From an optimization exercise on the open Yosys and OpenROAD flow, aimed at small area; shortcuts taken in it are not production practice.
Function was checked by simulation only, so behaviour that the tests miss may differ from the original.

==> flow/design.v, too long to show whole: its modules and the start of the top module <==
// module control: 29 lines
// module prbs9: 25 lines
// module polyph_filter: 287 lines
// module gng_coef: 264 lines
// module gng_lzd: 144 lines
// module add_fa: 10 lines
// module gng_smul_16_18: 869 lines
// module gng_neg: 69 lines
// module gng_scale: 343 lines
// module gng_smul_16_18_sadd_37: 765 lines
// module gng_ctg: 35 lines
// module gng_interp: 76 lines
// module gng: 28 lines
// module gng_top: 77 lines
// module fir_filter_multi: 50 lines
// module fir_core: 1320 lines
// module qpsk_chan_emu: 114 lines
module qpsk_chan_emu (
  output signed [7:0] o_nsig_I     ,
  output signed [7:0] o_nsig_Q     ,
  output signed [7:0] o_ch_I       ,
  output signed [7:0] o_ch_Q       ,
  input         [1:0] i_sel_ch_taps,
  input  signed [7:0] i_sigma      ,
  input               i_reset      ,
  input               clk
);
  // ...
==> flow/run.sh <==
#!/bin/bash
# synth_recipe.tcl (not shown) runs the flow's synth.tcl, then flattens the netlist and writes it again
# the make line also repeats each setting of config.mk as NAME=value (left out here)
make -C /OpenROAD-flow-scripts/flow DESIGN_CONFIG=/design/flow/config.mk WORK_HOME=/design/flow/orfs CLKGATE_MAP_FILE= SYNTH_SCRIPT=/design/flow/synth_recipe.tcl finish
==> flow/config.mk <==
export PLATFORM = sky130hd
export DESIGN_NAME = qpsk_chan_emu
export DESIGN_NICKNAME = qpsk_chan_emu
export VERILOG_FILES = /design/flow/design.v
export SDC_FILE = /design/flow/constraint.sdc
export NUM_CORES = 4
export LEC_CHECK = 0
export ABC_AREA = 1
export CAP_MARGIN = 20
export CORE_MARGIN = 2
export CORE_UTILIZATION = 35
export PLACE_DENSITY = 0.5
export SLEW_MARGIN = 20
export SYNTH_HIERARCHICAL = 1
export SYNTH_MEMORY_MAX_BITS = 16384
export SYNTH_MINIMUM_KEEP_SIZE = 0
==> flow/constraint.sdc <==
create_clock -name core_clock -period 20.0 [get_ports {clk}]
set_input_delay 4.0000 -clock core_clock [delete_from_list [all_inputs] [get_ports {clk}]]
set_output_delay 4.0000 -clock core_clock [all_outputs]
set_load 0.01 [all_outputs]
==> metrics.log, run 1 <==
[metrics] worst setup skew after layout: 0.1034 ns
[metrics] Inserted Clock Buffers: 111
[metrics] Tap Cells: 3958
[metrics] routability-driven placement congestion ratio: 1.143
[metrics] type of destination of the critical path: output pin
[metrics] die outline width: 552.4 um
[metrics] overall die area: 0.3051 mm^2
[metrics] Met3 Routed Length: 59210 um
[metrics] part of the cycle the worst path needs: 0.9655
[metrics] routed length on met2: 221500 um
[metrics] post-CTS setup buffer count: 0
[metrics] gate family responsible for the most delay along the worst path: adder cells
[metrics] post-route insts no fill: 17296
[metrics] leading cell types in the layout, fill and taps excluded: 4467 x nand2_1, 1928 x fa_1, 1738 x inv_1
[metrics] Clock Tree Root: clkbuf_16
[metrics] top-level port count: 44
[metrics] TritonCTS clock tree: done
[metrics] status: complete, no violations
[metrics] non-clock inverter count: 1805
[metrics] initial core utilization: 0.3514
[metrics] worst-case reg-to-reg path depth: 61
[metrics] critical path's slowest cell: clkdlybuf4s50_1
[metrics] number of global-route vias before repair: 95541
[metrics] initial antenna violation count: 46
[metrics] clock latency at the later pin of the worst-skew pair: 0.89 ns
[metrics] max_slew headroom: 0.09181
[metrics] kind of launch point of the worst setup path: primary input
[metrics] number of placed cells counting well taps: 17073
==> module gng_interp, before the edit <==
module gng_interp (
    input clk,                     
    input mask_en,                 
    input [63:0] data_in,          
    output reg signed [15:0] data_out     
);
wire [5:0] num_lzd;
wire [7:0] addr;
wire [17:0] c0;     
wire [17:0] c1;     
wire [16:0] c2;     
wire [14:0] x;      
wire [14:0] mask;
wire [14:0] xm;
reg  [3:0]  mpos_r;     
reg  [14:0] xm_r;
reg  [17:0] sum1_r;     
reg  [17:0] c0_r;
reg         sign_r;
wire [17:0] sum1_new;   
wire [14:0] sum2_rnd;   
wire [15:0] data_neg;
gng_lzd u_gng_lzd (
    .data_in(data_in[63:3]),
    .data_out(num_lzd)
);
assign addr = {num_lzd, data_in[1], data_in[2]};
assign x = {data_in[3], data_in[4], data_in[5], data_in[6], data_in[7],
            data_in[8], data_in[9], data_in[10], data_in[11], data_in[12],
            data_in[13], data_in[14], data_in[15], data_in[16], data_in[17]};
always @ (posedge clk) begin
    if (!mask_en || num_lzd < 6'd46 || num_lzd > 6'd60)
        mpos_r <= 4'd15;
    else
        mpos_r <= num_lzd[3:0] + 4'd2;     
end
genvar g;
generate
    for (g = 0; g < 15; g = g + 1) begin : gen_mask
        assign mask[g] = (mpos_r != g);
    end
endgenerate
assign xm = x & mask;
gng_coef u_gng_coef (
    .addr(addr),
    .c0(c0),
    .c1(c1),
    .c2(c2)
);
gng_smul_16_18_sadd_37 u_mac1 (
    .xm(xm),
    .c2(c2),
    .c1(c1),
    .s (sum1_new)
);
always @ (posedge clk) begin
    xm_r   <= xm;
    sum1_r <= sum1_new;
    c0_r   <= c0;
    sign_r <= data_in[0];
end
gng_smul_16_18 u_mac2 (
    .xm(xm_r),
    .s (sum1_r),
    .c0(c0_r),
    .r (sum2_rnd)
);
gng_neg u_neg (
    .r (sum2_rnd),
    .sg(sign_r),
    .d (data_neg)
);
always @ (posedge clk) begin
    data_out <= data_neg;
end
endmodule
==> run 2, diff against run 1 <==
--- a/flow/design.v
+++ b/flow/design.v
@@ -760,17 +760,17 @@
     output s,
     output co
 );
 assign s  = a ^ b ^ c;
 assign co = (a & b) | (a & c) | (b & c);
 endmodule
 module gng_smul_16_18 (
     input [14:0] xm,
-    input [17:0] s,
+    input [16:0] s,
     input [17:0] c0,
     output [14:0] r
 );
 wire m2_1;
 wire m2_2;
 wire m2_3;
 wire m2_4;
 wire m2_5;
@@ -1291,44 +1291,16 @@
 wire m2_520;
 wire m2_521;
 wire m2_522;
 wire m2_523;
 wire m2_524;
 wire m2_525;
 wire m2_526;
 wire m2_527;
-wire m2_528;
-wire m2_529;
-wire m2_530;
-wire m2_531;
-wire m2_532;
-wire m2_533;
-wire m2_534;
-wire m2_535;
-wire m2_536;
-wire m2_537;
-wire m2_538;
-wire m2_539;
-wire m2_540;
-wire m2_541;
-wire m2_542;
-wire m2_543;
-wire m2_544;
-wire m2_545;
-wire m2_546;
-wire m2_547;
-wire m2_548;
-wire m2_549;
-wire m2_550;
-wire m2_551;
-wire m2_552;
-wire m2_553;
-wire m2_554;
-wire m2_555;
 assign m2_1 = ~(~(xm[1] & s[0])) & ~(~(xm[0] & s[1]));
 add_fa m2_2_fa (.a(~(xm[2] & s[0])), .b(~(xm[0] & s[2])), .c(~(xm[1] & s[1])), .s(m2_2), .co(m2_3));
 assign m2_4 = m2_1 & ~(m2_2);
 add_fa m2_5_fa (.a(~(xm[2] & s[1])), .b(~(xm[0] & s[3])), .c(~(xm[3] & s[0])), .s(m2_5), .co(m2_6));
 add_fa m2_7_fa (.a(~(xm[1] & s[2])), .b(m2_3), .c(m2_5), .s(m2_7), .co(m2_8));
 assign m2_9 = m2_4 & ~(m2_7);
 add_fa m2_10_fa (.a(~(xm[2] & s[2])), .b(~(xm[0] & s[4])), .c(~(xm[4] & s[0])), .s(m2_10), .co(m2_11));
 add_fa m2_12_fa (.a(~(xm[1] & s[3])), .b(~(xm[3] & s[1])), .c(m2_6), .s(m2_12), .co(m2_13));
@@ -1438,204 +1410,191 @@
 add_fa m2_209_fa (.a(m2_173), .b(m2_171), .c(m2_197), .s(m2_209), .co(m2_210));
 add_fa m2_211_fa (.a(m2_199), .b(m2_201), .c(m2_203), .s(m2_211), .co(m2_212));
 add_fa m2_213_fa (.a(m2_205), .b(m2_181), .c(m2_183), .s(m2_213), .co(m2_214));
 add_fa m2_215_fa (.a(m2_207), .b(m2_185), .c(m2_209), .s(m2_215), .co(m2_216));
 add_fa m2_217_fa (.a(m2_211), .b(m2_187), .c(m2_213), .s(m2_217), .co(m2_218));
 add_fa m2_219_fa (.a(m2_189), .b(m2_215), .c(m2_191), .s(m2_219), .co(m2_220));
 add_fa m2_221_fa (.a(m2_217), .b(m2_193), .c(m2_219), .s(m2_221), .co(m2_222));
 add_fa m2_223_fa (.a(m2_221), .b(m2_195), .c(~(m2_196)), .s(m2_223), .co(m2_224));
-add_fa m2_225_fa (.a(~(xm[14] & s[2])), .b(~(xm[6] & s[10])), .c(~(xm[2] & s[14])), .s(m2_225), .co(m2_226));
-add_fa m2_227_fa (.a(~(xm[0] & s[16])), .b(~(xm[13] & s[3])), .c(~(xm[12] & s[4])), .s(m2_227), .co(m2_228));
-add_fa m2_229_fa (.a(~(xm[5] & s[11])), .b(~(xm[11] & s[5])), .c(~(xm[10] & s[6])), .s(m2_229), .co(m2_230));
-add_fa m2_231_fa (.a(~(xm[4] & s[12])), .b(~(xm[1] & s[15])), .c(~(xm[9] & s[7])), .s(m2_231), .co(m2_232));
-add_fa m2_233_fa (.a(~(xm[8] & s[8])), .b(~(xm[3] & s[13])), .c(~(xm[7] & s[9])), .s(m2_233), .co(m2_234));
-add_fa m2_235_fa (.a(m2_206), .b(m2_204), .c(m2_202), .s(m2_235), .co(m2_236));
-add_fa m2_237_fa (.a(m2_200), .b(m2_198), .c(m2_225), .s(m2_237), .co(m2_238));
-add_fa m2_239_fa (.a(m2_227), .b(m2_229), .c(m2_231), .s(m2_239), .co(m2_240));
-add_fa m2_241_fa (.a(m2_233), .b(m2_208), .c(m2_210), .s(m2_241), .co(m2_242));
-add_fa m2_243_fa (.a(m2_235), .b(m2_212), .c(m2_237), .s(m2_243), .co(m2_244));
-add_fa m2_245_fa (.a(m2_239), .b(m2_214), .c(m2_241), .s(m2_245), .co(m2_246));
-add_fa m2_247_fa (.a(m2_216), .b(m2_243), .c(m2_218), .s(m2_247), .co(m2_248));
-add_fa m2_249_fa (.a(m2_245), .b(m2_220), .c(m2_247), .s(m2_249), .co(m2_250));
-add_fa m2_251_fa (.a(m2_222), .b(m2_249), .c(m2_224), .s(m2_251), .co(m2_252));
-assign m2_253 = ~(~(xm[14] & s[3])) ^ ~(~(xm[6] & s[11]));
-assign m2_254 = ~(~(xm[14] & s[3])) | ~(~(xm[6] & s[11]));
-add_fa m2_255_fa (.a(~(xm[2] & s[15])), .b(~(~(xm[0] & s[17]))), .c(~(xm[13] & s[4])), .s(m2_255), .co(m2_256));
-add_fa m2_257_fa (.a(~(xm[12] & s[5])), .b(~(xm[5] & s[12])), .c(~(xm[11] & s[6])), .s(m2_257), .co(m2_258));
-add_fa m2_259_fa (.a(~(xm[10] & s[7])), .b(~(xm[4] & s[13])), .c(~(xm[1] & s[16])), .s(m2_259), .co(m2_260));
-add_fa m2_261_fa (.a(~(xm[9] & s[8])), .b(~(xm[8] & s[9])), .c(~(xm[3] & s[14])), .s(m2_261), .co(m2_262));
-add_fa m2_263_fa (.a(~(xm[7] & s[10])), .b(m2_253), .c(m2_234), .s(m2_263), .co(m2_264));
-add_fa m2_265_fa (.a(m2_232), .b(m2_230), .c(m2_228), .s(m2_265), .co(m2_266));
-add_fa m2_267_fa (.a(m2_226), .b(m2_255), .c(m2_257), .s(m2_267), .co(m2_268));
-add_fa m2_269_fa (.a(m2_259), .b(m2_261), .c(m2_236), .s(m2_269), .co(m2_270));
-add_fa m2_271_fa (.a(m2_265), .b(m2_238), .c(m2_263), .s(m2_271), .co(m2_272));
-add_fa m2_273_fa (.a(m2_240), .b(m2_267), .c(m2_269), .s(m2_273), .co(m2_274));
-add_fa m2_275_fa (.a(m2_242), .b(m2_271), .c(m2_244), .s(m2_275), .co(m2_276));
-add_fa m2_277_fa (.a(m2_246), .b(m2_273), .c(m2_275), .s(m2_277), .co(m2_278));
-add_fa m2_279_fa (.a(m2_248), .b(m2_277), .c(m2_250), .s(m2_279), .co(m2_280));
-assign m2_281 = ~(m2_279) & ~(m2_252);
-add_fa m2_282_fa (.a(~(xm[14] & s[4])), .b(~(xm[7] & s[11])), .c(~(xm[3] & s[15])), .s(m2_282), .co(m2_283));
-add_fa m2_284_fa (.a(~(~(xm[1] & s[17]))), .b(~(xm[13] & s[5])), .c(~(xm[6] & s[12])), .s(m2_284), .co(m2_285));
-add_fa m2_286_fa (.a(~(xm[12] & s[6])), .b(~(xm[11] & s[7])), .c(~(xm[5] & s[13])), .s(m2_286), .co(m2_287));
-add_fa m2_288_fa (.a(~(xm[2] & s[16])), .b(~(xm[10] & s[8])), .c(~(xm[9] & s[9])), .s(m2_288), .co(m2_289));
-add_fa m2_290_fa (.a(~(~(xm[4] & s[14]))), .b(~(~(xm[8] & s[10]))), .c(m2_254), .s(m2_290), .co(m2_291));
-add_fa m2_292_fa (.a(m2_262), .b(m2_260), .c(m2_258), .s(m2_292), .co(m2_293));
-add_fa m2_294_fa (.a(m2_256), .b(m2_282), .c(m2_284), .s(m2_294), .co(m2_295));
-add_fa m2_296_fa (.a(m2_286), .b(m2_288), .c(m2_266), .s(m2_296), .co(m2_297));
-add_fa m2_298_fa (.a(m2_264), .b(~(m2_290)), .c(m2_292), .s(m2_298), .co(m2_299));
-add_fa m2_300_fa (.a(m2_268), .b(m2_294), .c(m2_270), .s(m2_300), .co(m2_301));
-add_fa m2_302_fa (.a(m2_272), .b(m2_296), .c(m2_298), .s(m2_302), .co(m2_303));
-add_fa m2_304_fa (.a(m2_274), .b(m2_300), .c(m2_276), .s(m2_304), .co(m2_305));
-add_fa m2_306_fa (.a(m2_302), .b(m2_278), .c(m2_304), .s(m2_306), .co(m2_307));
-add_fa m2_308_fa (.a(m2_306), .b(m2_280), .c(~(m2_281)), .s(m2_308), .co(m2_309));
-add_fa m2_310_fa (.a(c0[0]), .b(~(~(xm[8] & s[11]))), .c(~(~(xm[4] & s[15]))), .s(m2_310), .co(m2_311));
-add_fa m2_312_fa (.a(~(~(xm[2] & s[17]))), .b(~(xm[14] & s[5])), .c(~(xm[7] & s[12])), .s(m2_312), .co(m2_313));
-add_fa m2_314_fa (.a(~(xm[13] & s[6])), .b(~(xm[12] & s[7])), .c(~(xm[6] & s[13])), .s(m2_314), .co(m2_315));
-add_fa m2_316_fa (.a(~(xm[3] & s[16])), .b(~(xm[11] & s[8])), .c(~(xm[10] & s[9])), .s(m2_316), .co(m2_317));
-add_fa m2_318_fa (.a(~(xm[5] & s[14])), .b(~(xm[9] & s[10])), .c(m2_283), .s(m2_318), .co(m2_319));
-add_fa m2_320_fa (.a(m2_289), .b(m2_287), .c(m2_285), .s(m2_320), .co(m2_321));
-add_fa m2_322_fa (.a(~(m2_310)), .b(m2_312), .c(m2_314), .s(m2_322), .co(m2_323));
-add_fa m2_324_fa (.a(m2_316), .b(~(m2_291)), .c(m2_293), .s(m2_324), .co(m2_325));
-add_fa m2_326_fa (.a(m2_320), .b(m2_318), .c(m2_295), .s(m2_326), .co(m2_327));
-add_fa m2_328_fa (.a(m2_322), .b(m2_297), .c(m2_299), .s(m2_328), .co(m2_329));
-add_fa m2_330_fa (.a(m2_324), .b(m2_326), .c(m2_301), .s(m2_330), .co(m2_331));
-add_fa m2_332_fa (.a(m2_303), .b(m2_328), .c(m2_330), .s(m2_332), .co(m2_333));
-add_fa m2_334_fa (.a(m2_305), .b(m2_332), .c(m2_307), .s(m2_334), .co(m2_335));
-assign m2_336 = ~(m2_334) & ~(m2_309);
-add_fa m2_337_fa (.a(~(xm[9] & s[11])), .b(~(xm[5] & s[15])), .c(~(~(xm[3] & s[17]))), .s(m2_337), .co(m2_338));
-add_fa m2_339_fa (.a(c0[1]), .b(~(~(xm[8] & s[12]))), .c(~(~(xm[14] & s[6]))), .s(m2_339), .co(m2_340));
-add_fa m2_341_fa (.a(~(xm[13] & s[7])), .b(~(xm[7] & s[13])), .c(~(xm[4] & s[16])), .s(m2_341), .co(m2_342));
-add_fa m2_343_fa (.a(~(xm[12] & s[8])), .b(~(xm[11] & s[9])), .c(~(xm[6] & s[14])), .s(m2_343), .co(m2_344));
-add_fa m2_345_fa (.a(~(xm[10] & s[10])), .b(m2_313), .c(~(m2_311)), .s(m2_345), .co(m2_346));
-add_fa m2_347_fa (.a(m2_317), .b(m2_315), .c(m2_337), .s(m2_347), .co(m2_348));
-add_fa m2_349_fa (.a(~(m2_339)), .b(m2_341), .c(m2_343), .s(m2_349), .co(m2_350));
-add_fa m2_351_fa (.a(m2_321), .b(m2_319), .c(m2_345), .s(m2_351), .co(m2_352));
-add_fa m2_353_fa (.a(m2_323), .b(m2_347), .c(m2_349), .s(m2_353), .co(m2_354));
-add_fa m2_355_fa (.a(m2_325), .b(m2_327), .c(m2_351), .s(m2_355), .co(m2_356));
-add_fa m2_357_fa (.a(m2_353), .b(m2_329), .c(m2_355), .s(m2_357), .co(m2_358));
-add_fa m2_359_fa (.a(m2_331), .b(m2_333), .c(m2_357), .s(m2_359), .co(m2_360));
-add_fa m2_361_fa (.a(m2_359), .b(m2_335), .c(~(m2_336)), .s(m2_361), .co(m2_362));
-assign m2_363 = ~(~(xm[10] & s[11])) ^ ~(~(xm[6] & s[15]));
-assign m2_364 = ~(~(xm[10] & s[11])) | ~(~(xm[6] & s[15]));
-add_fa m2_365_fa (.a(~(xm[4] & s[17])), .b(c0[2]), .c(~(~(xm[9] & s[12]))), .s(m2_365), .co(m2_366));
-add_fa m2_367_fa (.a(~(xm[14] & s[7])), .b(~(xm[8] & s[13])), .c(~(xm[5] & s[16])), .s(m2_367), .co(m2_368));
-add_fa m2_369_fa (.a(~(xm[13] & s[8])), .b(~(xm[12] & s[9])), .c(~(xm[7] & s[14])), .s(m2_369), .co(m2_370));
-add_fa m2_371_fa (.a(~(xm[11] & s[10])), .b(m2_363), .c(m2_342), .s(m2_371), .co(m2_372));
-add_fa m2_373_fa (.a(~(m2_340)), .b(m2_338), .c(m2_344), .s(m2_373), .co(m2_374));
-add_fa m2_375_fa (.a(~(m2_365)), .b(m2_367), .c(m2_369), .s(m2_375), .co(m2_376));
-add_fa m2_377_fa (.a(m2_346), .b(m2_350), .c(m2_371), .s(m2_377), .co(m2_378));
-add_fa m2_379_fa (.a(m2_373), .b(m2_348), .c(m2_375), .s(m2_379), .co(m2_380));
-add_fa m2_381_fa (.a(m2_352), .b(m2_354), .c(m2_377), .s(m2_381), .co(m2_382));
-add_fa m2_383_fa (.a(m2_379), .b(m2_356), .c(m2_381), .s(m2_383), .co(m2_384));
-add_fa m2_385_fa (.a(m2_358), .b(m2_383), .c(m2_360), .s(m2_385), .co(m2_386));
-assign m2_387 = ~(m2_385) & ~(m2_362);
-add_fa m2_388_fa (.a(~(xm[11] & s[11])), .b(~(xm[7] & s[15])), .c(~(~(xm[5] & s[17]))), .s(m2_388), .co(m2_389));
-add_fa m2_390_fa (.a(~(~(xm[10] & s[12]))), .b(c0[3]), .c(~(~(xm[9] & s[13]))), .s(m2_390), .co(m2_391));
-add_fa m2_392_fa (.a(~(xm[6] & s[16])), .b(~(xm[14] & s[8])), .c(~(xm[13] & s[9])), .s(m2_392), .co(m2_393));
-add_fa m2_394_fa (.a(~(~(xm[8] & s[14]))), .b(~(~(xm[12] & s[10]))), .c(m2_364), .s(m2_394), .co(m2_395));
-add_fa m2_396_fa (.a(m2_370), .b(m2_368), .c(~(m2_366)), .s(m2_396), .co(m2_397));
-add_fa m2_398_fa (.a(m2_388), .b(~(m2_390)), .c(m2_392), .s(m2_398), .co(m2_399));
-add_fa m2_400_fa (.a(m2_374), .b(m2_372), .c(~(m2_394)), .s(m2_400), .co(m2_401));
-add_fa m2_402_fa (.a(m2_396), .b(m2_376), .c(m2_398), .s(m2_402), .co(m2_403));
-add_fa m2_404_fa (.a(m2_378), .b(m2_400), .c(m2_380), .s(m2_404), .co(m2_405));
-add_fa m2_406_fa (.a(m2_402), .b(m2_382), .c(m2_404), .s(m2_406), .co(m2_407));
-add_fa m2_408_fa (.a(m2_384), .b(m2_406), .c(m2_386), .s(m2_408), .co(m2_409));
-assign m2_410 = ~(m2_408) & m2_387;
-assign m2_411 = ~(m2_408) ^ m2_387;
-add_fa m2_412_fa (.a(~(xm[12] & s[11])), .b(~(xm[8] & s[15])), .c(~(~(xm[6] & s[17]))), .s(m2_412), .co(m2_413));
-add_fa m2_414_fa (.a(~(~(xm[11] & s[12]))), .b(c0[4]), .c(~(~(xm[10] & s[13]))), .s(m2_414), .co(m2_415));
-add_fa m2_416_fa (.a(~(xm[7] & s[16])), .b(~(xm[14] & s[9])), .c(~(xm[9] & s[14])), .s(m2_416), .co(m2_417));
-add_fa m2_418_fa (.a(~(xm[13] & s[10])), .b(m2_393), .c(~(m2_391)), .s(m2_418), .co(m2_419));
-add_fa m2_420_fa (.a(m2_389), .b(m2_412), .c(~(m2_414)), .s(m2_420), .co(m2_421));
-add_fa m2_422_fa (.a(m2_416), .b(~(m2_395)), .c(m2_397), .s(m2_422), .co(m2_423));
-add_fa m2_424_fa (.a(m2_399), .b(m2_418), .c(m2_420), .s(m2_424), .co(m2_425));
-add_fa m2_426_fa (.a(m2_401), .b(m2_422), .c(m2_403), .s(m2_426), .co(m2_427));
-add_fa m2_428_fa (.a(m2_424), .b(m2_405), .c(m2_426), .s(m2_428), .co(m2_429));
-add_fa m2_430_fa (.a(m2_407), .b(m2_428), .c(m2_409), .s(m2_430), .co(m2_431));
-assign m2_432 = ~(m2_430) & m2_410;
-assign m2_433 = ~(m2_430) ^ m2_410;
-add_fa m2_434_fa (.a(~(xm[13] & s[11])), .b(~(xm[9] & s[15])), .c(~(~(xm[7] & s[17]))), .s(m2_434), .co(m2_435));
-add_fa m2_436_fa (.a(~(xm[12] & s[12])), .b(~(xm[11] & s[13])), .c(~(xm[8] & s[16])), .s(m2_436), .co(m2_437));
-add_fa m2_438_fa (.a(c0[5]), .b(~(~(xm[10] & s[14]))), .c(~(~(xm[14] & s[10]))), .s(m2_438), .co(m2_439));
-add_fa m2_440_fa (.a(m2_417), .b(~(m2_415)), .c(m2_413), .s(m2_440), .co(m2_441));
-add_fa m2_442_fa (.a(~(m2_438)), .b(m2_434), .c(m2_436), .s(m2_442), .co(m2_443));
-add_fa m2_444_fa (.a(m2_419), .b(m2_440), .c(m2_421), .s(m2_444), .co(m2_445));
-add_fa m2_446_fa (.a(m2_442), .b(m2_423), .c(m2_425), .s(m2_446), .co(m2_447));
-add_fa m2_448_fa (.a(m2_444), .b(m2_427), .c(m2_446), .s(m2_448), .co(m2_449));
-add_fa m2_450_fa (.a(m2_429), .b(m2_448), .c(m2_431), .s(m2_450), .co(m2_451));
-assign m2_452 = ~(m2_450) & m2_432;
-assign m2_453 = ~(m2_450) ^ m2_432;
-add_fa m2_454_fa (.a(~(xm[14] & s[11])), .b(~(xm[10] & s[15])), .c(~(~(xm[8] & s[17]))), .s(m2_454), .co(m2_455));
-add_fa m2_456_fa (.a(~(xm[13] & s[12])), .b(~(xm[12] & s[13])), .c(~(xm[9] & s[16])), .s(m2_456), .co(m2_457));
-add_fa m2_458_fa (.a(c0[6]), .b(~(~(xm[11] & s[14]))), .c(m2_439), .s(m2_458), .co(m2_459));
-add_fa m2_460_fa (.a(m2_437), .b(m2_435), .c(m2_456), .s(m2_460), .co(m2_461));
-add_fa m2_462_fa (.a(m2_454), .b(m2_441), .c(m2_443), .s(m2_462), .co(m2_463));
-add_fa m2_464_fa (.a(~(m2_458)), .b(m2_460), .c(m2_445), .s(m2_464), .co(m2_465));
-add_fa m2_466_fa (.a(m2_462), .b(m2_464), .c(m2_447), .s(m2_466), .co(m2_467));
-add_fa m2_468_fa (.a(m2_449), .b(m2_466), .c(m2_451), .s(m2_468), .co(m2_469));
-assign m2_470 = ~(m2_468) & m2_452;
-assign m2_471 = ~(m2_468) ^ m2_452;
-add_fa m2_472_fa (.a(c0[7]), .b(~(~(xm[11] & s[15]))), .c(~(xm[9] & s[17])), .s(m2_472), .co(m2_473));
-add_fa m2_474_fa (.a(~(xm[14] & s[12])), .b(~(xm[13] & s[13])), .c(~(xm[10] & s[16])), .s(m2_474), .co(m2_475));
-add_fa m2_476_fa (.a(~(xm[12] & s[14])), .b(m2_457), .c(m2_455), .s(m2_476), .co(m2_477));
-add_fa m2_478_fa (.a(m2_472), .b(~(m2_474)), .c(m2_459), .s(m2_478), .co(m2_479));
-add_fa m2_480_fa (.a(m2_476), .b(m2_461), .c(m2_463), .s(m2_480), .co(m2_481));
-add_fa m2_482_fa (.a(~(m2_478)), .b(m2_465), .c(m2_480), .s(m2_482), .co(m2_483));
-add_fa m2_484_fa (.a(m2_467), .b(m2_482), .c(m2_469), .s(m2_484), .co(m2_485));
-assign m2_486 = ~(m2_484) & m2_470;
-assign m2_487 = ~(m2_484) ^ m2_470;
-add_fa m2_488_fa (.a(c0[8]), .b(~(~(xm[12] & s[15]))), .c(~(xm[10] & s[17])), .s(m2_488), .co(m2_489));
-add_fa m2_490_fa (.a(~(xm[14] & s[13])), .b(~(xm[11] & s[16])), .c(~(xm[13] & s[14])), .s(m2_490), .co(m2_491));
-add_fa m2_492_fa (.a(m2_473), .b(~(m2_475)), .c(m2_488), .s(m2_492), .co(m2_493));
-add_fa m2_494_fa (.a(m2_490), .b(m2_477), .c(~(m2_492)), .s(m2_494), .co(m2_495));
-add_fa m2_496_fa (.a(~(m2_479)), .b(m2_494), .c(m2_481), .s(m2_496), .co(m2_497));
-add_fa m2_498_fa (.a(m2_483), .b(m2_496), .c(m2_485), .s(m2_498), .co(m2_499));
-assign m2_500 = ~(m2_498) & m2_486;
-assign m2_501 = ~(m2_498) ^ m2_486;
-add_fa m2_502_fa (.a(~(~(xm[13] & s[15]))), .b(~(xm[11] & s[17])), .c(c0[9]), .s(m2_502), .co(m2_503));
-add_fa m2_504_fa (.a(~(xm[12] & s[16])), .b(~(xm[14] & s[14])), .c(m2_491), .s(m2_504), .co(m2_505));
-add_fa m2_506_fa (.a(m2_489), .b(m2_502), .c(m2_493), .s(m2_506), .co(m2_507));
-add_fa m2_508_fa (.a(m2_504), .b(m2_495), .c(~(m2_506)), .s(m2_508), .co(m2_509));
-add_fa m2_510_fa (.a(m2_508), .b(m2_497), .c(m2_499), .s(m2_510), .co(m2_511));
-assign m2_512 = ~(m2_510) & m2_500;
-assign m2_513 = ~(m2_510) ^ m2_500;
-add_fa m2_514_fa (.a(~(~(xm[14] & s[15]))), .b(~(xm[12] & s[17])), .c(c0[10]), .s(m2_514), .co(m2_515));
-add_fa m2_516_fa (.a(~(~(xm[13] & s[16]))), .b(m2_503), .c(m2_514), .s(m2_516), .co(m2_517));
-add_fa m2_518_fa (.a(~(m2_505)), .b(m2_516), .c(m2_507), .s(m2_518), .co(m2_519));
-add_fa m2_520_fa (.a(m2_509), .b(~(m2_518)), .c(m2_511), .s(m2_520), .co(m2_521));
-assign m2_522 = ~(m2_520) & m2_512;
-assign m2_523 = ~(m2_520) ^ m2_512;
-add_fa m2_524_fa (.a(c0[11]), .b(~(xm[13] & s[17])), .c(~(~(xm[14] & s[16]))), .s(m2_524), .co(m2_525));
-add_fa m2_526_fa (.a(m2_515), .b(m2_524), .c(m2_517), .s(m2_526), .co(m2_527));
-add_fa m2_528_fa (.a(m2_526), .b(m2_519), .c(~(m2_521)), .s(m2_528), .co(m2_529));
-assign m2_530 = m2_528 & m2_522;
-assign m2_531 = m2_528 ^ m2_522;
-add_fa m2_532_fa (.a(c0[12]), .b(~(xm[14] & s[17])), .c(m2_525), .s(m2_532), .co(m2_533));
-add_fa m2_534_fa (.a(m2_532), .b(m2_527), .c(m2_529), .s(m2_534), .co(m2_535));
-assign m2_536 = m2_534 & m2_530;
-assign m2_537 = m2_534 ^ m2_530;
-assign m2_538 = c0[13] ^ m2_533;
-assign m2_539 = c0[13] | m2_533;
-add_fa m2_540_fa (.a(~(m2_538)), .b(m2_535), .c(m2_536), .s(m2_540), .co(m2_541));
-assign m2_542 = c0[14] ^ m2_539;
-assign m2_543 = c0[14] | m2_539;
-assign m2_544 = ~(m2_542) & m2_541;
-assign m2_545 = ~(m2_542) ^ m2_541;
-assign m2_546 = c0[15] ^ m2_543;
-assign m2_547 = c0[15] | m2_543;
-assign m2_548 = ~(m2_546) & m2_544;
-assign m2_549 = ~(m2_546) ^ m2_544;
-assign m2_550 = c0[16] ^ m2_547;
-assign m2_551 = c0[16] | m2_547;
-assign m2_552 = ~(m2_550) & m2_548;
-assign m2_553 = ~(m2_550) ^ m2_548;
-assign m2_554 = c0[17] ^ m2_551;
-assign m2_555 = ~(m2_554) ^ m2_552;
-assign r = {m2_555, m2_553, m2_549, m2_545, m2_540, m2_537, m2_531, m2_523, m2_513, m2_501, m2_487, m2_471, m2_453, m2_433, m2_411};
+assign m2_225 = ~(~(xm[14] & s[2])) ^ ~(~(xm[6] & s[10]));
+assign m2_226 = ~(~(xm[14] & s[2])) | ~(~(xm[6] & s[10]));
+add_fa m2_227_fa (.a(~(xm[2] & s[14])), .b(~(~(xm[0] & s[16]))), .c(~(xm[13] & s[3])), .s(m2_227), .co(m2_228));
+add_fa m2_229_fa (.a(~(xm[12] & s[4])), .b(~(xm[5] & s[11])), .c(~(xm[11] & s[5])), .s(m2_229), .co(m2_230));
+add_fa m2_231_fa (.a(~(xm[10] & s[6])), .b(~(xm[4] & s[12])), .c(~(xm[1] & s[15])), .s(m2_231), .co(m2_232));
+add_fa m2_233_fa (.a(~(xm[9] & s[7])), .b(~(xm[8] & s[8])), .c(~(xm[3] & s[13])), .s(m2_233), .co(m2_234));
+add_fa m2_235_fa (.a(~(xm[7] & s[9])), .b(m2_225), .c(m2_206), .s(m2_235), .co(m2_236));
+add_fa m2_237_fa (.a(m2_204), .b(m2_202), .c(m2_200), .s(m2_237), .co(m2_238));
+add_fa m2_239_fa (.a(m2_198), .b(m2_227), .c(m2_229), .s(m2_239), .co(m2_240));
+add_fa m2_241_fa (.a(m2_231), .b(m2_233), .c(m2_208), .s(m2_241), .co(m2_242));
+add_fa m2_243_fa (.a(m2_237), .b(m2_210), .c(m2_235), .s(m2_243), .co(m2_244));
+add_fa m2_245_fa (.a(m2_212), .b(m2_239), .c(m2_241), .s(m2_245), .co(m2_246));
+add_fa m2_247_fa (.a(m2_214), .b(m2_243), .c(m2_216), .s(m2_247), .co(m2_248));
+add_fa m2_249_fa (.a(m2_218), .b(m2_245), .c(m2_247), .s(m2_249), .co(m2_250));
+add_fa m2_251_fa (.a(m2_220), .b(m2_249), .c(m2_222), .s(m2_251), .co(m2_252));
+assign m2_253 = ~(m2_251) & ~(m2_224);
+add_fa m2_254_fa (.a(~(xm[14] & s[3])), .b(~(xm[7] & s[10])), .c(~(xm[3] & s[14])), .s(m2_254), .co(m2_255));
+add_fa m2_256_fa (.a(~(~(xm[1] & s[16]))), .b(~(xm[13] & s[4])), .c(~(xm[6] & s[11])), .s(m2_256), .co(m2_257));
+add_fa m2_258_fa (.a(~(xm[12] & s[5])), .b(~(xm[11] & s[6])), .c(~(xm[5] & s[12])), .s(m2_258), .co(m2_259));
+add_fa m2_260_fa (.a(~(xm[2] & s[15])), .b(~(xm[10] & s[7])), .c(~(xm[9] & s[8])), .s(m2_260), .co(m2_261));
+add_fa m2_262_fa (.a(~(~(xm[4] & s[13]))), .b(~(~(xm[8] & s[9]))), .c(m2_226), .s(m2_262), .co(m2_263));
+add_fa m2_264_fa (.a(m2_234), .b(m2_232), .c(m2_230), .s(m2_264), .co(m2_265));
+add_fa m2_266_fa (.a(m2_228), .b(m2_254), .c(m2_256), .s(m2_266), .co(m2_267));
+add_fa m2_268_fa (.a(m2_258), .b(m2_260), .c(m2_238), .s(m2_268), .co(m2_269));
+add_fa m2_270_fa (.a(m2_236), .b(~(m2_262)), .c(m2_264), .s(m2_270), .co(m2_271));
+add_fa m2_272_fa (.a(m2_240), .b(m2_266), .c(m2_242), .s(m2_272), .co(m2_273));
+add_fa m2_274_fa (.a(m2_244), .b(m2_268), .c(m2_270), .s(m2_274), .co(m2_275));
+add_fa m2_276_fa (.a(m2_246), .b(m2_272), .c(m2_248), .s(m2_276), .co(m2_277));
+add_fa m2_278_fa (.a(m2_274), .b(m2_250), .c(m2_276), .s(m2_278), .co(m2_279));
+add_fa m2_280_fa (.a(m2_278), .b(m2_252), .c(~(m2_253)), .s(m2_280), .co(m2_281));
+add_fa m2_282_fa (.a(~(xm[8] & s[10])), .b(~(xm[4] & s[14])), .c(~(~(xm[2] & s[16]))), .s(m2_282), .co(m2_283));
+add_fa m2_284_fa (.a(~(xm[14] & s[4])), .b(~(xm[7] & s[11])), .c(~(xm[13] & s[5])), .s(m2_284), .co(m2_285));
+add_fa m2_286_fa (.a(~(xm[12] & s[6])), .b(~(xm[6] & s[12])), .c(~(xm[3] & s[15])), .s(m2_286), .co(m2_287));
+add_fa m2_288_fa (.a(~(xm[11] & s[7])), .b(~(xm[10] & s[8])), .c(~(xm[5] & s[13])), .s(m2_288), .co(m2_289));
+add_fa m2_290_fa (.a(~(xm[9] & s[9])), .b(m2_257), .c(m2_255), .s(m2_290), .co(m2_291));
+add_fa m2_292_fa (.a(m2_261), .b(m2_259), .c(m2_282), .s(m2_292), .co(m2_293));
+add_fa m2_294_fa (.a(m2_284), .b(m2_286), .c(m2_288), .s(m2_294), .co(m2_295));
+add_fa m2_296_fa (.a(~(m2_263)), .b(m2_265), .c(m2_290), .s(m2_296), .co(m2_297));
+add_fa m2_298_fa (.a(m2_267), .b(m2_292), .c(m2_294), .s(m2_298), .co(m2_299));
+add_fa m2_300_fa (.a(m2_269), .b(m2_271), .c(m2_296), .s(m2_300), .co(m2_301));
+add_fa m2_302_fa (.a(m2_273), .b(m2_298), .c(m2_275), .s(m2_302), .co(m2_303));
+add_fa m2_304_fa (.a(m2_300), .b(m2_277), .c(m2_302), .s(m2_304), .co(m2_305));
+add_fa m2_306_fa (.a(m2_279), .b(m2_304), .c(m2_281), .s(m2_306), .co(m2_307));
+add_fa m2_308_fa (.a(~(xm[9] & s[10])), .b(~(xm[5] & s[14])), .c(~(~(xm[3] & s[16]))), .s(m2_308), .co(m2_309));
+add_fa m2_310_fa (.a(c0[0]), .b(~(~(xm[8] & s[11]))), .c(~(~(xm[14] & s[5]))), .s(m2_310), .co(m2_311));
+add_fa m2_312_fa (.a(~(xm[13] & s[6])), .b(~(xm[7] & s[12])), .c(~(xm[4] & s[15])), .s(m2_312), .co(m2_313));
+add_fa m2_314_fa (.a(~(xm[12] & s[7])), .b(~(xm[11] & s[8])), .c(~(xm[6] & s[13])), .s(m2_314), .co(m2_315));
+add_fa m2_316_fa (.a(~(xm[10] & s[9])), .b(m2_285), .c(m2_283), .s(m2_316), .co(m2_317));
+add_fa m2_318_fa (.a(m2_289), .b(m2_287), .c(m2_308), .s(m2_318), .co(m2_319));
+add_fa m2_320_fa (.a(~(m2_310)), .b(m2_312), .c(m2_314), .s(m2_320), .co(m2_321));
+add_fa m2_322_fa (.a(m2_291), .b(m2_316), .c(m2_293), .s(m2_322), .co(m2_323));
+add_fa m2_324_fa (.a(m2_295), .b(m2_318), .c(m2_320), .s(m2_324), .co(m2_325));
+add_fa m2_326_fa (.a(m2_297), .b(m2_322), .c(m2_299), .s(m2_326), .co(m2_327));
+add_fa m2_328_fa (.a(m2_324), .b(m2_301), .c(m2_326), .s(m2_328), .co(m2_329));
+add_fa m2_330_fa (.a(m2_303), .b(m2_328), .c(m2_305), .s(m2_330), .co(m2_331));
+assign m2_332 = ~(m2_330) & ~(m2_307);
+add_fa m2_333_fa (.a(~(xm[10] & s[10])), .b(~(xm[6] & s[14])), .c(~(~(xm[4] & s[16]))), .s(m2_333), .co(m2_334));
+add_fa m2_335_fa (.a(c0[1]), .b(~(~(xm[9] & s[11]))), .c(~(~(xm[14] & s[6]))), .s(m2_335), .co(m2_336));
+add_fa m2_337_fa (.a(~(xm[8] & s[12])), .b(~(xm[5] & s[15])), .c(~(xm[13] & s[7])), .s(m2_337), .co(m2_338));
+add_fa m2_339_fa (.a(~(xm[12] & s[8])), .b(~(xm[7] & s[13])), .c(~(xm[11] & s[9])), .s(m2_339), .co(m2_340));
+add_fa m2_341_fa (.a(m2_313), .b(~(m2_311)), .c(m2_309), .s(m2_341), .co(m2_342));
+add_fa m2_343_fa (.a(m2_315), .b(m2_333), .c(~(m2_335)), .s(m2_343), .co(m2_344));
+add_fa m2_345_fa (.a(m2_337), .b(m2_339), .c(m2_317), .s(m2_345), .co(m2_346));
+add_fa m2_347_fa (.a(m2_321), .b(m2_341), .c(m2_319), .s(m2_347), .co(m2_348));
+add_fa m2_349_fa (.a(m2_343), .b(m2_345), .c(m2_323), .s(m2_349), .co(m2_350));
+add_fa m2_351_fa (.a(m2_347), .b(m2_325), .c(m2_327), .s(m2_351), .co(m2_352));
+add_fa m2_353_fa (.a(m2_349), .b(m2_329), .c(m2_351), .s(m2_353), .co(m2_354));
+add_fa m2_355_fa (.a(m2_353), .b(m2_331), .c(~(m2_332)), .s(m2_355), .co(m2_356));
+assign m2_357 = ~(~(xm[11] & s[10])) ^ ~(~(xm[7] & s[14]));
+assign m2_358 = ~(~(xm[11] & s[10])) | ~(~(xm[7] & s[14]));
+add_fa m2_359_fa (.a(~(xm[5] & s[16])), .b(~(~(xm[10] & s[11]))), .c(c0[2]), .s(m2_359), .co(m2_360));
+add_fa m2_361_fa (.a(~(xm[9] & s[12])), .b(~(xm[6] & s[15])), .c(~(xm[14] & s[7])), .s(m2_361), .co(m2_362));
+add_fa m2_363_fa (.a(~(xm[13] & s[8])), .b(~(xm[8] & s[13])), .c(~(xm[12] & s[9])), .s(m2_363), .co(m2_364));
+add_fa m2_365_fa (.a(m2_357), .b(m2_340), .c(m2_338), .s(m2_365), .co(m2_366));
+add_fa m2_367_fa (.a(m2_336), .b(~(m2_334)), .c(m2_359), .s(m2_367), .co(m2_368));
+add_fa m2_369_fa (.a(m2_361), .b(m2_363), .c(m2_342), .s(m2_369), .co(m2_370));
+add_fa m2_371_fa (.a(m2_365), .b(m2_344), .c(~(m2_367)), .s(m2_371), .co(m2_372));
+add_fa m2_373_fa (.a(m2_346), .b(m2_348), .c(m2_369), .s(m2_373), .co(m2_374));
+add_fa m2_375_fa (.a(m2_371), .b(m2_350), .c(m2_373), .s(m2_375), .co(m2_376));
+add_fa m2_377_fa (.a(m2_352), .b(m2_375), .c(m2_354), .s(m2_377), .co(m2_378));
+assign m2_379 = ~(m2_377) & ~(m2_356);
+add_fa m2_380_fa (.a(~(xm[12] & s[10])), .b(~(xm[8] & s[14])), .c(~(~(xm[6] & s[16]))), .s(m2_380), .co(m2_381));
+add_fa m2_382_fa (.a(~(~(xm[11] & s[11]))), .b(c0[3]), .c(~(~(xm[10] & s[12]))), .s(m2_382), .co(m2_383));
+add_fa m2_384_fa (.a(~(xm[7] & s[15])), .b(~(xm[14] & s[8])), .c(~(xm[9] & s[13])), .s(m2_384), .co(m2_385));
+add_fa m2_386_fa (.a(~(xm[13] & s[9])), .b(~(m2_358)), .c(m2_364), .s(m2_386), .co(m2_387));
+add_fa m2_388_fa (.a(m2_362), .b(~(m2_360)), .c(m2_380), .s(m2_388), .co(m2_389));
+add_fa m2_390_fa (.a(~(m2_382)), .b(m2_384), .c(m2_366), .s(m2_390), .co(m2_391));
+add_fa m2_392_fa (.a(m2_386), .b(~(m2_368)), .c(m2_388), .s(m2_392), .co(m2_393));
+add_fa m2_394_fa (.a(m2_370), .b(m2_390), .c(m2_372), .s(m2_394), .co(m2_395));
+add_fa m2_396_fa (.a(m2_392), .b(m2_374), .c(m2_394), .s(m2_396), .co(m2_397));
+add_fa m2_398_fa (.a(m2_376), .b(m2_396), .c(m2_378), .s(m2_398), .co(m2_399));
+assign m2_400 = ~(m2_398) & m2_379;
+assign m2_401 = ~(m2_398) ^ m2_379;
+add_fa m2_402_fa (.a(~(xm[13] & s[10])), .b(~(xm[9] & s[14])), .c(~(~(xm[7] & s[16]))), .s(m2_402), .co(m2_403));
+add_fa m2_404_fa (.a(~(xm[12] & s[11])), .b(~(xm[11] & s[12])), .c(~(xm[8] & s[15])), .s(m2_404), .co(m2_405));
+add_fa m2_406_fa (.a(c0[4]), .b(~(~(xm[10] & s[13]))), .c(~(~(xm[14] & s[9]))), .s(m2_406), .co(m2_407));
+add_fa m2_408_fa (.a(m2_385), .b(~(m2_383)), .c(m2_381), .s(m2_408), .co(m2_409));
+add_fa m2_410_fa (.a(~(m2_406)), .b(m2_402), .c(m2_404), .s(m2_410), .co(m2_411));
+add_fa m2_412_fa (.a(m2_387), .b(m2_408), .c(m2_389), .s(m2_412), .co(m2_413));
+add_fa m2_414_fa (.a(m2_410), .b(m2_391), .c(m2_393), .s(m2_414), .co(m2_415));
+add_fa m2_416_fa (.a(m2_412), .b(m2_395), .c(m2_414), .s(m2_416), .co(m2_417));
+add_fa m2_418_fa (.a(m2_397), .b(m2_416), .c(m2_399), .s(m2_418), .co(m2_419));
+assign m2_420 = ~(m2_418) & m2_400;
+assign m2_421 = ~(m2_418) ^ m2_400;
+add_fa m2_422_fa (.a(~(xm[14] & s[10])), .b(~(xm[10] & s[14])), .c(~(~(xm[8] & s[16]))), .s(m2_422), .co(m2_423));
+add_fa m2_424_fa (.a(~(xm[13] & s[11])), .b(~(xm[12] & s[12])), .c(~(xm[9] & s[15])), .s(m2_424), .co(m2_425));
+add_fa m2_426_fa (.a(c0[5]), .b(~(~(xm[11] & s[13]))), .c(m2_407), .s(m2_426), .co(m2_427));
+add_fa m2_428_fa (.a(m2_405), .b(m2_403), .c(m2_424), .s(m2_428), .co(m2_429));
+add_fa m2_430_fa (.a(m2_422), .b(m2_409), .c(m2_411), .s(m2_430), .co(m2_431));
+add_fa m2_432_fa (.a(~(m2_426)), .b(m2_428), .c(m2_413), .s(m2_432), .co(m2_433));
+add_fa m2_434_fa (.a(m2_430), .b(m2_432), .c(m2_415), .s(m2_434), .co(m2_435));
+add_fa m2_436_fa (.a(m2_417), .b(m2_434), .c(m2_419), .s(m2_436), .co(m2_437));
+assign m2_438 = ~(m2_436) & m2_420;
+assign m2_439 = ~(m2_436) ^ m2_420;
+add_fa m2_440_fa (.a(c0[6]), .b(~(~(xm[11] & s[14]))), .c(~(xm[9] & s[16])), .s(m2_440), .co(m2_441));
+add_fa m2_442_fa (.a(~(xm[14] & s[11])), .b(~(xm[13] & s[12])), .c(~(xm[10] & s[15])), .s(m2_442), .co(m2_443));
+add_fa m2_444_fa (.a(~(xm[12] & s[13])), .b(m2_425), .c(m2_423), .s(m2_444), .co(m2_445));
+add_fa m2_446_fa (.a(m2_440), .b(~(m2_442)), .c(m2_427), .s(m2_446), .co(m2_447));
+add_fa m2_448_fa (.a(m2_444), .b(m2_429), .c(m2_431), .s(m2_448), .co(m2_449));
+add_fa m2_450_fa (.a(~(m2_446)), .b(m2_433), .c(m2_448), .s(m2_450), .co(m2_451));
+add_fa m2_452_fa (.a(m2_435), .b(m2_450), .c(m2_437), .s(m2_452), .co(m2_453));
+assign m2_454 = ~(m2_452) & m2_438;
+assign m2_455 = ~(m2_452) ^ m2_438;
+add_fa m2_456_fa (.a(c0[7]), .b(~(~(xm[12] & s[14]))), .c(~(xm[10] & s[16])), .s(m2_456), .co(m2_457));
+add_fa m2_458_fa (.a(~(xm[14] & s[12])), .b(~(xm[11] & s[15])), .c(~(xm[13] & s[13])), .s(m2_458), .co(m2_459));
+add_fa m2_460_fa (.a(m2_441), .b(~(m2_443)), .c(m2_456), .s(m2_460), .co(m2_461));
+add_fa m2_462_fa (.a(m2_458), .b(m2_445), .c(~(m2_460)), .s(m2_462), .co(m2_463));
+add_fa m2_464_fa (.a(~(m2_447)), .b(m2_462), .c(m2_449), .s(m2_464), .co(m2_465));
+add_fa m2_466_fa (.a(m2_451), .b(m2_464), .c(m2_453), .s(m2_466), .co(m2_467));
+assign m2_468 = ~(m2_466) & m2_454;
+assign m2_469 = ~(m2_466) ^ m2_454;
+add_fa m2_470_fa (.a(~(~(xm[13] & s[14]))), .b(~(xm[11] & s[16])), .c(c0[8]), .s(m2_470), .co(m2_471));
+add_fa m2_472_fa (.a(~(xm[12] & s[15])), .b(~(xm[14] & s[13])), .c(m2_459), .s(m2_472), .co(m2_473));
+add_fa m2_474_fa (.a(m2_457), .b(m2_470), .c(m2_461), .s(m2_474), .co(m2_475));
+add_fa m2_476_fa (.a(m2_472), .b(m2_463), .c(~(m2_474)), .s(m2_476), .co(m2_477));
+add_fa m2_478_fa (.a(m2_476), .b(m2_465), .c(m2_467), .s(m2_478), .co(m2_479));
+assign m2_480 = ~(m2_478) & m2_468;
+assign m2_481 = ~(m2_478) ^ m2_468;
+add_fa m2_482_fa (.a(~(~(xm[14] & s[14]))), .b(~(xm[12] & s[16])), .c(c0[9]), .s(m2_482), .co(m2_483));
+add_fa m2_484_fa (.a(~(~(xm[13] & s[15]))), .b(m2_471), .c(m2_482), .s(m2_484), .co(m2_485));
+add_fa m2_486_fa (.a(~(m2_473)), .b(m2_484), .c(m2_475), .s(m2_486), .co(m2_487));
+add_fa m2_488_fa (.a(m2_477), .b(~(m2_486)), .c(m2_479), .s(m2_488), .co(m2_489));
+assign m2_490 = ~(m2_488) & m2_480;
+assign m2_491 = ~(m2_488) ^ m2_480;
+add_fa m2_492_fa (.a(c0[10]), .b(~(xm[13] & s[16])), .c(~(~(xm[14] & s[15]))), .s(m2_492), .co(m2_493));
+add_fa m2_494_fa (.a(m2_483), .b(m2_492), .c(m2_485), .s(m2_494), .co(m2_495));
+add_fa m2_496_fa (.a(m2_494), .b(m2_487), .c(~(m2_489)), .s(m2_496), .co(m2_497));
+assign m2_498 = m2_496 & m2_490;
+assign m2_499 = m2_496 ^ m2_490;
+add_fa m2_500_fa (.a(c0[11]), .b(~(xm[14] & s[16])), .c(m2_493), .s(m2_500), .co(m2_501));
+add_fa m2_502_fa (.a(m2_500), .b(m2_495), .c(m2_497), .s(m2_502), .co(m2_503));
+assign m2_504 = m2_502 & m2_498;
+assign m2_505 = m2_502 ^ m2_498;
+assign m2_506 = c0[12] ^ m2_501;
+assign m2_507 = c0[12] | m2_501;
+add_fa m2_508_fa (.a(~(m2_506)), .b(m2_503), .c(m2_504), .s(m2_508), .co(m2_509));
+assign m2_510 = c0[13] ^ m2_507;
+assign m2_511 = c0[13] | m2_507;
+assign m2_512 = ~(m2_510) & m2_509;
+assign m2_513 = ~(m2_510) ^ m2_509;
+assign m2_514 = c0[14] ^ m2_511;
+assign m2_515 = c0[14] | m2_511;
+assign m2_516 = ~(m2_514) & m2_512;
+assign m2_517 = ~(m2_514) ^ m2_512;
+assign m2_518 = c0[15] ^ m2_515;
+assign m2_519 = c0[15] | m2_515;
+assign m2_520 = ~(m2_518) & m2_516;
+assign m2_521 = ~(m2_518) ^ m2_516;
+assign m2_522 = c0[16] ^ m2_519;
+assign m2_523 = c0[16] | m2_519;
+assign m2_524 = ~(m2_522) & m2_520;
+assign m2_525 = ~(m2_522) ^ m2_520;
+assign m2_526 = c0[17] ^ m2_523;
+assign m2_527 = ~(m2_526) ^ m2_524;
+assign r = {m2_527, m2_525, m2_521, m2_517, m2_513, m2_508, m2_505, m2_499, m2_491, m2_481, m2_469, m2_455, m2_439, m2_421, m2_401};
 endmodule
 module gng_neg (
     input [14:0] r,
     input sg,
     output [15:0] d
 );
 wire ng_1;
 wire ng_2;
@@ -2044,17 +2003,17 @@
 add_fa ms_219_fa (.a(~(~(d[15] & g[7]))), .b(ms_216), .c(ms_218), .s(ms_219), .co(ms_220));
 assign p = {~(ms_220), ms_219, ms_217, ms_213, ms_207, ~(ms_199), ~(ms_189), ~(ms_177), ms_164, ~(ms_147), ~(ms_133), ~(ms_119), ~(ms_105)};
 endmodule
 `timescale 1 ns / 1 ps
 module gng_smul_16_18_sadd_37 (
     input [14:0] xm,
     input [16:0] c2,
     input [17:0] c1,
-    output [17:0] s
+    output [16:0] s
 );
 wire m1_1;
 wire m1_2;
 wire m1_3;
 wire m1_4;
 wire m1_5;
 wire m1_6;
 wire m1_7;
@@ -2541,17 +2500,16 @@
 wire m1_488;
 wire m1_489;
 wire m1_490;
 wire m1_491;
 wire m1_492;
 wire m1_493;
 wire m1_494;
 wire m1_495;
-wire m1_496;
 assign m1_1 = ~(~(xm[1] & c2[0])) & ~(~(xm[0] & c2[1]));
 add_fa m1_2_fa (.a(~(xm[2] & c2[0])), .b(~(xm[0] & c2[2])), .c(~(xm[1] & c2[1])), .s(m1_2), .co(m1_3));
 assign m1_4 = m1_1 & ~(m1_2);
 add_fa m1_5_fa (.a(~(xm[2] & c2[1])), .b(~(xm[0] & c2[3])), .c(~(xm[3] & c2[0])), .s(m1_5), .co(m1_6));
 add_fa m1_7_fa (.a(~(xm[1] & c2[2])), .b(m1_3), .c(m1_5), .s(m1_7), .co(m1_8));
 assign m1_9 = m1_4 & ~(m1_7);
 add_fa m1_10_fa (.a(~(xm[2] & c2[2])), .b(~(xm[0] & c2[4])), .c(~(xm[4] & c2[0])), .s(m1_10), .co(m1_11));
 add_fa m1_12_fa (.a(~(xm[1] & c2[3])), .b(~(xm[3] & c2[1])), .c(m1_6), .s(m1_12), .co(m1_13));
@@ -2802,18 +2760,17 @@
 assign m1_488 = c1[13] ^ m1_486;
 assign m1_489 = c1[14] & m1_487;
 assign m1_490 = c1[14] ^ m1_487;
 assign m1_491 = c1[15] & m1_489;
 assign m1_492 = c1[15] ^ m1_489;
 assign m1_493 = c1[16] & m1_491;
 assign m1_494 = c1[16] ^ m1_491;
 assign m1_495 = ~(c1[17]) ^ m1_493;
-assign m1_496 = ~(c1[17]) | m1_493;
-assign s = {~(m1_496), ~(m1_495), m1_494, m1_492, m1_490, m1_488, m1_485, m1_483, m1_479, m1_473, ~(m1_465), ~(m1_455), ~(m1_443), ~(m1_429), ~(m1_413), ~(m1_395), ~(m1_375), ~(m1_353)};
+assign s = {~(m1_495), m1_494, m1_492, m1_490, m1_488, m1_485, m1_483, m1_479, m1_473, ~(m1_465), ~(m1_455), ~(m1_443), ~(m1_429), ~(m1_413), ~(m1_395), ~(m1_375), ~(m1_353)};
 endmodule
 `timescale 1 ns / 1 ps
 module gng_ctg #(
     parameter INIT_Z1 = 64'd0,
     parameter INIT_Z2 = 64'd0,
     parameter INIT_Z3 = 64'd0
 )
 (
@@ -2858,20 +2815,20 @@
 wire [17:0] c0;     
 wire [17:0] c1;     
 wire [16:0] c2;     
 wire [14:0] x;      
 wire [14:0] mask;
 wire [14:0] xm;
 reg  [3:0]  mpos_r;     
 reg  [14:0] xm_r;
-reg  [17:0] sum1_r;     
+reg  [16:0] sum1_r;     
 reg  [17:0] c0_r;
 reg         sign_r;
-wire [17:0] sum1_new;   
+wire [16:0] sum1_new;   
 wire [14:0] sum2_rnd;   
 wire [15:0] data_neg;
 gng_lzd u_gng_lzd (
     .data_in(data_in[63:3]),
     .data_out(num_lzd)
 );
 assign addr = {num_lzd, data_in[1], data_in[2]};
 assign x = {data_in[3], data_in[4], data_in[5], data_in[6], data_in[7],
==> flow/config.mk (replaced) <==
export PLATFORM = sky130hd
export DESIGN_NAME = qpsk_chan_emu
export DESIGN_NICKNAME = qpsk_chan_emu
export VERILOG_FILES = /design/flow/design.v
export SDC_FILE = /design/flow/constraint.sdc
export NUM_CORES = 4
export LEC_CHECK = 0
export ABC_AREA = 1
export CAP_MARGIN = 20
export CORE_MARGIN = 2
export CORE_UTILIZATION = 65
export PLACE_DENSITY = 0.75
export SLEW_MARGIN = 20
export SYNTH_HIERARCHICAL = 1
export SYNTH_MEMORY_MAX_BITS = 16384
export SYNTH_MINIMUM_KEEP_SIZE = 0
==> run 2 against run 1 <==
Net effect:
- the flow now stops in global routing
- synthesized cell count down 0.60%
- synthesized area down 0.78%
==> metrics.log, run 2 <==
[metrics] post-synthesis average cell area: 7.866 um^2 (was 7.880 um^2)
[metrics] largest net degree at the start of global routing: 134
[metrics] stage where the flow stopped: global routing
[metrics] tool error message: [ERROR GRT-0116] Global routing finished with congestion. Check the congestion regions in the DRC Viewer.
[metrics] status: stopped before the end (was complete, no violations)
[metrics] total half-perimeter wirelength after legalization and detailed placement: 378500 um (was 421000 um)
[metrics] post-CTS setup buffer count: 0 (unchanged)
[metrics] yosys warns: 22 (unchanged)
[metrics] Net Count, Synth: 15448 (was 15558)
[metrics] clock sink count: 874 (was 876)
[metrics] hold buffers post-CTS: 0 (unchanged)
[metrics] Port-buffer cells: 43 (unchanged)
[metrics] number of placed cells counting well taps: 15002 (was 17073)
[metrics] height of the die: 404.8 um (was 552.4 um)
[metrics] top-level port count: 44 (unchanged)
[metrics] die outline width: 404.8 um (was 552.4 um)
[metrics] maximum clock insertion buffer count: 3 (was 4)
[metrics] instance area at placement: 0.1057 mm^2 (was 0.1099 mm^2)
[metrics] Inserted Clock Buffers: 94 (was 111)
[metrics] Max H-tree Level: 3 (unchanged)
[metrics] Clock Tree Root: clkbuf_16 (unchanged)
[metrics] initial core utilization: 0.6527 (was 0.3514)
[metrics] row count: 147 (was 201)
[metrics] minimum setup slack after placement: 0.6060 ns (was 0.5835 ns)
[metrics] Post-Synthesis Cell Area: 0.1044 mm^2 (was 0.1053 mm^2)
[metrics] count of mapped cells out of synthesis: 13277 (was 13357)
[metrics] routability-driven placement congestion ratio: 1.333 (was 1.143)
[metrics] post-cts resize count: 0 (unchanged)
-- run 2: worst min-delay path by stage --
stage                                        start                       end  slack (ns)  depth (start not counted)
after floorplan           r_sel_taps[0][0]$_DFF_P_  r_sel_taps[1][0]$_DFF_P_        0.31                          0
after global placement    r_sel_taps[0][1]$_DFF_P_  r_sel_taps[1][1]$_DFF_P_        0.31                          0
after detailed placement  r_sel_taps[0][1]$_DFF_P_  r_sel_taps[1][1]$_DFF_P_        0.32                          0
after CTS                 r_sel_taps[2][1]$_DFF_P_  r_sel_taps[3][1]$_DFF_P_        0.33                          0
==> run 3, diff against run 2 <==
--- a/flow/config.mk
+++ b/flow/config.mk
@@ -8,8 +8,8 @@
 export ABC_AREA = 1
 export CAP_MARGIN = 20
 export CORE_MARGIN = 2
-export CORE_UTILIZATION = 65
-export PLACE_DENSITY = 0.75
+export CORE_UTILIZATION = 35
+export PLACE_DENSITY = 0.5
 export SLEW_MARGIN = 20
 export SYNTH_HIERARCHICAL = 1
 export SYNTH_MEMORY_MAX_BITS = 16384
==> run 3 against run 2 <==
Net effect:
- synthesized area unchanged
- synthesized cell count unchanged
- the run now finishes clean
==> metrics.log, run 3 <==
[metrics] cell with the most instances on the worst path: fa_1
[metrics] Worst setup startpoint: i_sigma[0]
[metrics] count of nets after finishing: 15366
[metrics] initial core utilization: 0.3519 (was 0.6527)
[metrics] RSZ-0062 raised after global routing: no
[metrics] post-synthesis average cell area: 7.866 um^2 (unchanged)
[metrics] aggregate global-route resource usage: 0.3780
[metrics] clock latency at the later pin of the worst-skew pair: 0.86 ns
[metrics] Inserted Clock Buffers: 108 (was 94)
[metrics] count of mapped cells out of synthesis: 13277 (unchanged)
[metrics] worst-case reg-to-reg path depth: 59
[metrics] average wire per standard cell: 33.41 um
[metrics] overall die area: 0.3028 mm^2
[metrics] average vias per placed instance: 5.469
[metrics] TritonCTS clock tree: done
[metrics] leading cell types in the layout, fill and taps excluded: 4439 x nand2_1, 1898 x fa_1, 1720 x inv_1
[metrics] count of pins over their slew limit: 0
[metrics] Fin Setup TNS: 0 ns
[metrics] area of all placed cells without fillers: 0.1134 mm^2
[metrics] Max H-tree Level: 3 (unchanged)
[metrics] critical path's largest stage delay: 0.69 ns
[metrics] Iteration-0 DRC Markers: 10980
[metrics] Net Count, Synth: 15448 (unchanged)
[metrics] leading cell type in the layout, fill and taps excluded: nand2_1
[metrics] Critical R2R Launch: u_ch_gng_top.u_gng_I.u_gng_ctg.z2[14]$_SDFF_PN1_
[metrics] post-layout minimum cycle time: 19.15 ns
[metrics] FMAX: 0.05221 GHz
[metrics] initial antenna violation count: 46
[metrics] data required time at the worst endpoint: 16.00 ns
[metrics] global routing's busiest layer: met2
[metrics] Worst-Margin Slew: 1.278 ns
[metrics] met3 routing resource usage after global routing: 0.1046
[metrics] layout cells sized above 1: 0.07638
[metrics] post-detailed-route DRC marker count: 0
[metrics] ANT nets after route: 0
[metrics] Worst Hold Margin: 0.3257 ns
[metrics] router iterations before antenna repair: 6
[metrics] number of setup violations in the final report: 0
[metrics] routability-driven placement congestion ratio: 1.156 (was 1.333)
[metrics] core footprint: 0.2968 mm^2
[metrics] registers with the most flip-flops: u_ch_filt_I.r_shifter x160, u_ch_filt_Q.r_shifter x160
[metrics] arrival time of the worst setup path: 15.15 ns
[metrics] total half-perimeter wirelength after legalization and detailed placement: 455200 um (was 378500 um)
[metrics] Global Route met2 Usage: 0.5636
[metrics] kind of launch point of the worst setup path: primary input
[metrics] Port-buffer cells: 43 (unchanged)
[metrics] maximum clock insertion buffer count: 4 (was 3)
[metrics] highest net fanout along the worst path: 7
[metrics] largest net degree at the start of global routing: 130
[metrics] total number of vias: 94263
[metrics] number of global-route vias before repair: 96759
[metrics] CTS clk-pin slew, worst paths: 0.06 ns
[metrics] worst setup skew after layout: 0.1170 ns
[metrics] area added between synthesis and finish: 8.576%
[metrics] worst setup path endpoint: o_nsig_I[4]
[metrics] Post-Synthesis Cell Area: 0.1044 mm^2 (unchanged)
[metrics] critical path's slowest cell: clkdlybuf4s50_1
[metrics] class of the tightest hold or removal check: reg -> reg
[metrics] CP Class: in -> out
[metrics] setup slack, reg-to-reg: 2.03 ns
[metrics] height of the die: 550.3 um (was 404.8 um)
[metrics] yosys warns: 22 (unchanged)
[metrics] row count: 200 (was 147)
[metrics] instance area at placement: 0.1096 mm^2 (was 0.1057 mm^2)
[metrics] final WL: 575900 um
[metrics] post-CTS setup buffer count: 0 (unchanged)
[metrics] max_slew headroom: 0.1452
[metrics] fill cell total of the finished layout: 31717
[metrics] Max Cap Violations: 0
[metrics] part of the cycle the worst path needs: 0.9576
[metrics] GRT overflow: 0
[metrics] final hold viol count: 0
[metrics] Clock Tree Root: clkbuf_16 (unchanged)
[metrics] top-level port count: 44 (unchanged)
[metrics] clock sink count: 874 (unchanged)
[metrics] global-route wire length before repair: 791700 um
[metrics] status: complete, no violations (was stopped before the end)
[metrics] global routing met1 resource utilization: 0.4900
[metrics] Reg-to-Reg End: u_ch_gng_top.u_gng_I.u_gng_interp.sum1_r[16]$_DFF_P_
[metrics] die outline width: 550.3 um (was 404.8 um)
[metrics] type of destination of the critical path: output pin
==> run 3: worst min-delay path by stage <==
stage	start	end	slack, ns	depth (start not counted)
3_3_place_gp	r_sel_taps[2][1]$_DFF_P_	r_sel_taps[3][1]$_DFF_P_	0.31	0
4_1_cts	r_sel_taps[2][1]$_DFF_P_	r_sel_taps[3][1]$_DFF_P_	0.31	0
5_1_grt	r_sel_taps[2][1]$_DFF_P_	r_sel_taps[3][1]$_DFF_P_	0.33	0
2_1_floorplan	r_sel_taps[0][0]$_DFF_P_	r_sel_taps[1][0]$_DFF_P_	0.31	0
3_5_place_dp	r_sel_taps[1][0]$_DFF_P_	r_sel_taps[2][0]$_DFF_P_	0.31	0
6_report	r_sel_taps[2][1]$_DFF_P_	r_sel_taps[3][1]$_DFF_P_	0.33	0
==> run 3: layout make-up <==
cell class	instances	area [um^2]	share of cell area
diodes	22	55.05	0.0004855
repair buffers	554	4477	0.03948
multi-input cells	9870	75970	0.6700
clock buffers	146	3085	0.02721
inverters	1787	6733	0.05937
flip-flops and latches	874	17500	0.1543
clock inverters	45	644.4	0.005683
well taps	3939	4928	0.04346
==> run 3: timing repair <==
item / CTS / global route
hold buffers: 0 / 0
resized for setup: 0 / 2
setup endpoints to repair: 0 / 2
==> run 3: critical path, delay by kind of cell <==
kind                     cells  cell delay (ns)
AO/OA/AOI/OAI                2             0.30
adder cells (fa/ha/maj)     22             8.10
XOR/XNOR                     1             0.20
buffers and inverters        7             1.63
AND/OR/NAND/NOR              7             0.93
==> run 3: per-layer routing <==
| layer | vias up | part of all wire | routed length [um] |
|---|---|---|---|
| met4 | 38 | 0.072 | 41240 |
| met1 | 47637 | 0.41 | 233400 |
| met3 | 1573 | 0.098 | 56190 |
| met5 | - | 0.00044 | 253 |
| li1 | 39647 | - | - |
| met2 | 5368 | 0.43 | 244800 |
==> run 3: per-stage QoR <==
stage	setup WS, ns	utilization	std cells
floorplan	2.374	-	13277
global placement	0.7213	0.3693	17024
detailed placement	0.6567	0.3693	17024
CTS	0.6222	0.3819	17215
global route	0.08822	0.3819	17215
finish	0.8473	0.3821	17237

## re-timing with driven ports
How much do the figures lean on ideal ports? The routed layouts below were timed once more, with nothing changed but the port constraints. Step 1 sets driving cells, clkbuf_16 on the clock port and buf_2 on the other inputs (assumed; they add their load-dependent delay and slew). Step 2 also shifts input and output timing later by t, the mid clock arrival at the registers, as if the neighbouring blocks saw the same clock. Slacks: no drivers / after step 1 / after step 2; pairs: no drivers / after step 1.
run | shift t [ns] | setup WS [ns] | worst register clock-pin slew, ns
run 1 | 0.929 | 0.691 / 0.635 / 0.635 | 0.07 / 0.07
run 3 | 0.896 | 0.847 / 0.811 / 0.811 | 0.07 / 0.07
After both steps setup and hold are still met in every run listed. For run 1, which loses most, drivers alone change the setup slack by -0.056 ns; drivers and shift together by -0.056 ns.
